This design comes from an exercise in tuning for small area and few clock cycles on the open sky130 flow, not from production work.
Only simulation tests tie the RTL to the original design; equivalence was not proved.
No activity file was given, so power comes from the tool's default toggle rates.

==> flow/design.v <==
module drawing_engine (input  wire        clk,
                       input  wire        rst,
                       input  wire        req,
                       input  wire  [1:0] cmd,
                       output wire        ack,
                       output wire        busy,
                       input  wire [15:0] r0,
                       input  wire [15:0] r1,
                       input  wire [15:0] r2,
                       input  wire [15:0] r3,
                       input  wire [15:0] r4,
                       input  wire [15:0] r5,
                       input  wire [15:0] r6,
                       input  wire [15:0] r7,
                       output wire        de_req,
                       input  wire        de_ack,
                       output wire [17:0] de_addr,
                       output wire  [3:0] de_nbyte,
                       output wire [31:0] de_data);
function automatic [20:0] radd(input [19:0] a, input [19:0] b, input ci);
  integer i;
  reg c;
  begin
    c = ci;
    for (i = 0; i < 20; i = i + 1) begin
      radd[i] = a[i] ^ b[i] ^ c;
      c = (a[i] & b[i]) | (a[i] & c) | (b[i] & c);
    end
    radd[20] = c;
  end
endfunction
localparam S_IDLE  = 3'd0,
           S_LINE0 = 3'd1,
           S_LINE1 = 3'd2,
           S_LINE  = 3'd3,
           S_RINI  = 3'd4,
           S_RECT  = 3'd6,
           S_CLEAR = 3'd7;
reg  [2:0]  st;
reg  [19:0] p;
reg  [11:0] e;
reg         q;
reg  [9:0]  n;
reg  [3:0]  m;
wire s_idle  = (st == S_IDLE);
wire s_line0 = (st == S_LINE0);
wire s_line  = (st == S_LINE);
wire s_rini  = (st == S_RINI);
wire s_rect  = (st == S_RECT);
wire s_clear = (st == S_CLEAR);
wire [20:0] n_dec = radd({10'd0, n}, 20'hfffff, 1'b0);
wire        l_sub = ~e[11] | s_line0;
wire [11:0] l_x   = s_rini ? {1'b0, r1[8:0], 2'b00} :
                    l_sub   ? 12'd0 : {1'b0, r0[9:0], 1'b0};
wire [11:0] l_y   = s_rini ? {9'd0, r0[9:7]} : ~{1'b0, r1[9:0], 1'b0};
wire [11:0] l_cs  = e ^ l_x ^ l_y;
wire [11:0] l_cc  = (e & l_x) | (e & l_y) | (l_x & l_y);
wire [20:0] l_sum = radd({8'd0, l_cs}, {8'd0, l_cc[10:0], ~s_rini}, 1'b0);
wire [20:0] l_cmp = radd({10'd0, r0[9:0]}, {10'd0, ~r1[9:0]}, 1'b1);
wire        l_wrap = ~l_sub & ~l_cmp[10] & ~s_rini;           
wire [11:0] l_tn  = {l_sum[11] ^ l_wrap, l_sum[10:0]};
wire        s1z = ~|r2[10:2], s1o = &r2[10:2];
wire        s2z = ~|r3[10:2], s2o = &r3[10:2];
wire  [1:0] l_s1  = q ? r2[1:0] : r3[1:0];
wire        l_z1  = q ? s1z : s2z;
wire        l_o1  = q ? s1o : s2o;
wire  [1:0] l_s2  = ~e[11] ? r2[1:0] : r3[1:0];
wire        l_z2  = ~e[11] ? s1z : s2z;
wire        l_o2  = ~e[11] ? s1o : s2o;
wire        l_end  = (n == 10'd0);
wire        l_end2 = (n == 10'd1);
wire  [2:0] l_lo  = {1'b0, l_s1} + {1'b0, p[1:0]};
wire        l_same  = ~l_end & (l_lo[2] ? l_o1 : l_z1);
wire  [2:0] l_lo2 = {1'b0, l_s2} + {1'b0, l_lo[1:0]};
wire        l_same2 = ~l_end2 & (l_lo2[2] ? l_o2 : l_z2);
wire  [3:0] l_bit  = 4'b0001 << p[1:0];
wire  [3:0] l_bit2 = l_same ? (4'b0001 << l_lo[1:0]) : 4'b0000;
wire  [7:0] r_w   = r2[15:8];
wire  [7:0] r_h   = r2[7:0];
wire [20:0] r_wx  = radd({12'd0, r_w}, {{18{~|r0[1:0]}}, r0[1:0] - 2'd1}, 1'b0);
wire  [6:0] r_nw1 = r_wx[8:2];            
wire  [1:0] r_xe  = r_wx[1:0];            
wire [20:0] r_row = radd({12'd0, e[7:0]}, 20'd0, 1'b1);
wire  [7:0] r_row1 = r_row[7:0];
wire        r_lastrow = (r_row1 == r_h);
wire        r_lastw = (n[6:0] == 7'd0);
wire        r_dir   = m[0];
wire        r_first = m[1];
wire        r_left  = r_dir ? r_lastw : r_first;
wire        r_right = r_dir ? r_first : r_lastw;
wire  [3:0] r_lmask = 4'b1111 << r0[1:0];
wire  [3:0] r_rmask = 4'b1111 >> (2'd3 - r_xe);
wire  [3:0] r_mask  = (r_left ? r_lmask : 4'b1111) & (r_right ? r_rmask : 4'b1111);
wire  [2:0] r_py  = r1[2:0] + e[2:0];
reg  [15:0] r_pr;
always @(*)
  case (r_py[2:1])
    2'd0: r_pr = r4;
    2'd1: r_pr = r5;
    2'd2: r_pr = r6;
    default: r_pr = r7;
  endcase
wire  [7:0] r_rowb = r_py[0] ? r_pr[15:8] : r_pr[7:0];
wire  [3:0] r_pat  = {4{s_rect}} & (p[2] ? r_rowb[3:0] : r_rowb[7:4]);
wire        c_last = (p[19:2] == 18'd76799);
reg  [10:0] addb;
always @(*)
  if (s_line)       addb = q ? r2[10:0] : r3[10:0];
  else if (s_rect)  addb = r_lastw ? 11'd640 : (r_dir ? 11'h7fc : 11'd4);
  else              addb = 11'd4;
wire [20:0] plo  = radd({9'd0, p[10:0]}, {9'd0, addb}, 1'b0);
wire  [8:0] phu  = p[19:11] ^ {9{addb[10]}};
reg   [8:0] pht;
integer pi;
always @(*) begin
  pht[0] = 1'b1;
  for (pi = 1; pi < 9; pi = pi + 1)
    pht[pi] = pht[pi-1] & phu[pi-1];
end
wire [19:0] psum = {p[19:11] ^ (pht & {9{plo[11] ^ addb[10]}}), plo[10:0]};
wire fin = s_line ? l_end
         : s_rect ? (r_lastw & r_lastrow)
         : c_last;
assign busy    = ~s_idle;
assign ack     = (de_ack & fin & (s_line | s_rect | s_clear)) |
                 (s_rini & (r_w == 8'd0));
assign de_req  = ~de_ack & ((s_line & ~(l_same & l_same2)) | s_rect | s_clear);
assign de_addr = p[19:2];
assign de_nbyte = s_line ? ~(m | l_bit | l_bit2) : s_rect ? ~r_mask : 4'b0000;
wire  [7:0] col = s_line ? r6[7:0] : r0[7:0];
wire  [7:0] c0  = s_rect ? r3[15:8] : col;
wire  [7:0] c1  = r3[7:0];
assign de_data = {r_pat[0] ? c1 : c0, r_pat[1] ? c1 : c0,
                  r_pat[2] ? c1 : c0, r_pat[3] ? c1 : c0};
always @(posedge clk)
  if (rst)
    st <= S_IDLE;
  else
    case (st)
      S_IDLE:
        if (req)
          case (cmd)
            2'd0: begin
                  st <= S_LINE0;
                  p  <= {r5[3:0], r4};
                  e  <= {2'b00, r0[9:0]};
                  n  <= r0[9:0];
                  m  <= 4'b0000;
                  end
            2'd1: begin
                  st <= S_RINI;
                  e  <= {3'd0, r1[8:0]};
                  end
            2'd2: begin
                  st <= S_CLEAR;
                  p  <= 20'd0;
                  end
            default: ;
          endcase
      S_LINE0: begin
        st <= S_LINE1;
        e  <= l_tn;
        end
      S_LINE1: begin
        st <= S_LINE;
        q  <= ~e[11];
        e  <= l_tn;
        end
      S_LINE:
        if (de_ack | l_same) begin
          if (de_ack & l_end)
            st <= S_IDLE;
          else begin
            p <= psum;
            q <= ~e[11];
            e <= l_tn;
            n <= n_dec[9:0];
            m <= de_ack ? 4'b0000 : (m | l_bit);
          end
        end
      S_RINI: begin
        st <= (r_w == 8'd0) ? S_IDLE : S_RECT;
        p  <= {1'b0, l_tn, r0[6:0]};
        e  <= 12'd0;
        n  <= {3'b000, r_nw1};
        m  <= 4'b0010;
        end
      S_RECT:
        if (de_ack) begin
          if (fin)
            st <= S_IDLE;
          else begin
            p <= psum;
            if (r_lastw) begin
              e <= {4'd0, r_row1};
              n <= {3'b000, r_nw1};
              m <= {2'b01, ~r_dir};
            end else begin
              n <= n_dec[9:0];
              m <= {2'b00, r_dir};
            end
          end
        end
      S_CLEAR:
        if (de_ack) begin
          if (c_last)
            st <= S_IDLE;
          else
            p <= psum;
        end
      default: st <= S_IDLE;
    endcase
endmodule
export LEC_CHECK = 0
export CAP_MARGIN = 20
export CORE_MARGIN = 2
export CORE_UTILIZATION = 55
export GPL_TIMING_DRIVEN = 0
export PLACE_DENSITY = 0.7
export SLEW_MARGIN = 20
create_clock -name core_clock -period 7.0 [get_ports {clk}]
standard.sh (not shown) runs the stock make flow with config.mk's settings and CLKGATE_MAP_FILE= SYNTH_SCRIPT=/design/flow/synth_recipe.tcl, a recipe that flattens the netlist after the stock synthesis.
==> flow/flow/run.sh <==
#!/bin/bash
# The standard ORFS layout, with the port buffers that placement inserts
# (one per input and output port, as standard) made of the smallest buffer
# cell, and non-critical gates downsized after global routing.
set -euo pipefail
export BUFFER_PORTS_ARGS="-buffer_cell sky130_fd_sc_hd__buf_1"
export RECOVER_POWER=100
bash standard.sh finish > standard_flow.log 2>&1
The baseline finished with timing, DRC and antenna clean.
Testbench counts at the start, summed over its fixed seeds: cycles 75,612.
Next try:
==> flow/flow/run.sh (replaced) <==
#!/bin/bash
# The standard ORFS layout, with the port buffers that placement inserts
# (one per input and output port, as standard) made of the smallest buffer
# cell instead of the default choice.
set -euo pipefail
export BUFFER_PORTS_ARGS="-buffer_cell sky130_fd_sc_hd__buf_1"
bash standard.sh finish > standard_flow.log 2>&1
Settings changed: CORE_UTILIZATION 55 to 40, GPL_TIMING_DRIVEN 0 to not set, PLACE_DENSITY 0.7 to 0.6.
Cell count increases by 5.1%.
Power went down by 1.8%.
Global-route usage drops by 10 points.
Via count falls by 2.3%.
Synthesized area does not change.
Hold slack hardly moves.
Worst setup slack improves by 0.026 ns.

[afterwards: timing with drivers on the ports]
The results above use ideal ports. As a check the final layouts listed here were re-extracted and re-timed, cells and wires unchanged. Step 1 sets driving cells, clkbuf_16 on the clock port and buf_2 on the other inputs (assumed; they add their load-dependent delay and slew). Step 2 adds t to the input delays and takes it off the output delays; t is the mean of the earliest and latest rising clock arrival at the registers after step 1. Input paths then give back, and output paths get back, about the clock's delay inside the block. Three values: no drivers, after step 1, after step 2; two values: the first two.
run	t, ns	setup slack, ns	latest minus earliest clock arrival (ns)
the first run	0.348	0.175 / 0.191 / -0.157	0.011 / 0.011
the second run	0.352	0.201 / 0.221 / -0.131	0.005 / 0.005
With both steps, setup timing fails in the first run and the second run, where it was met with ideal ports.
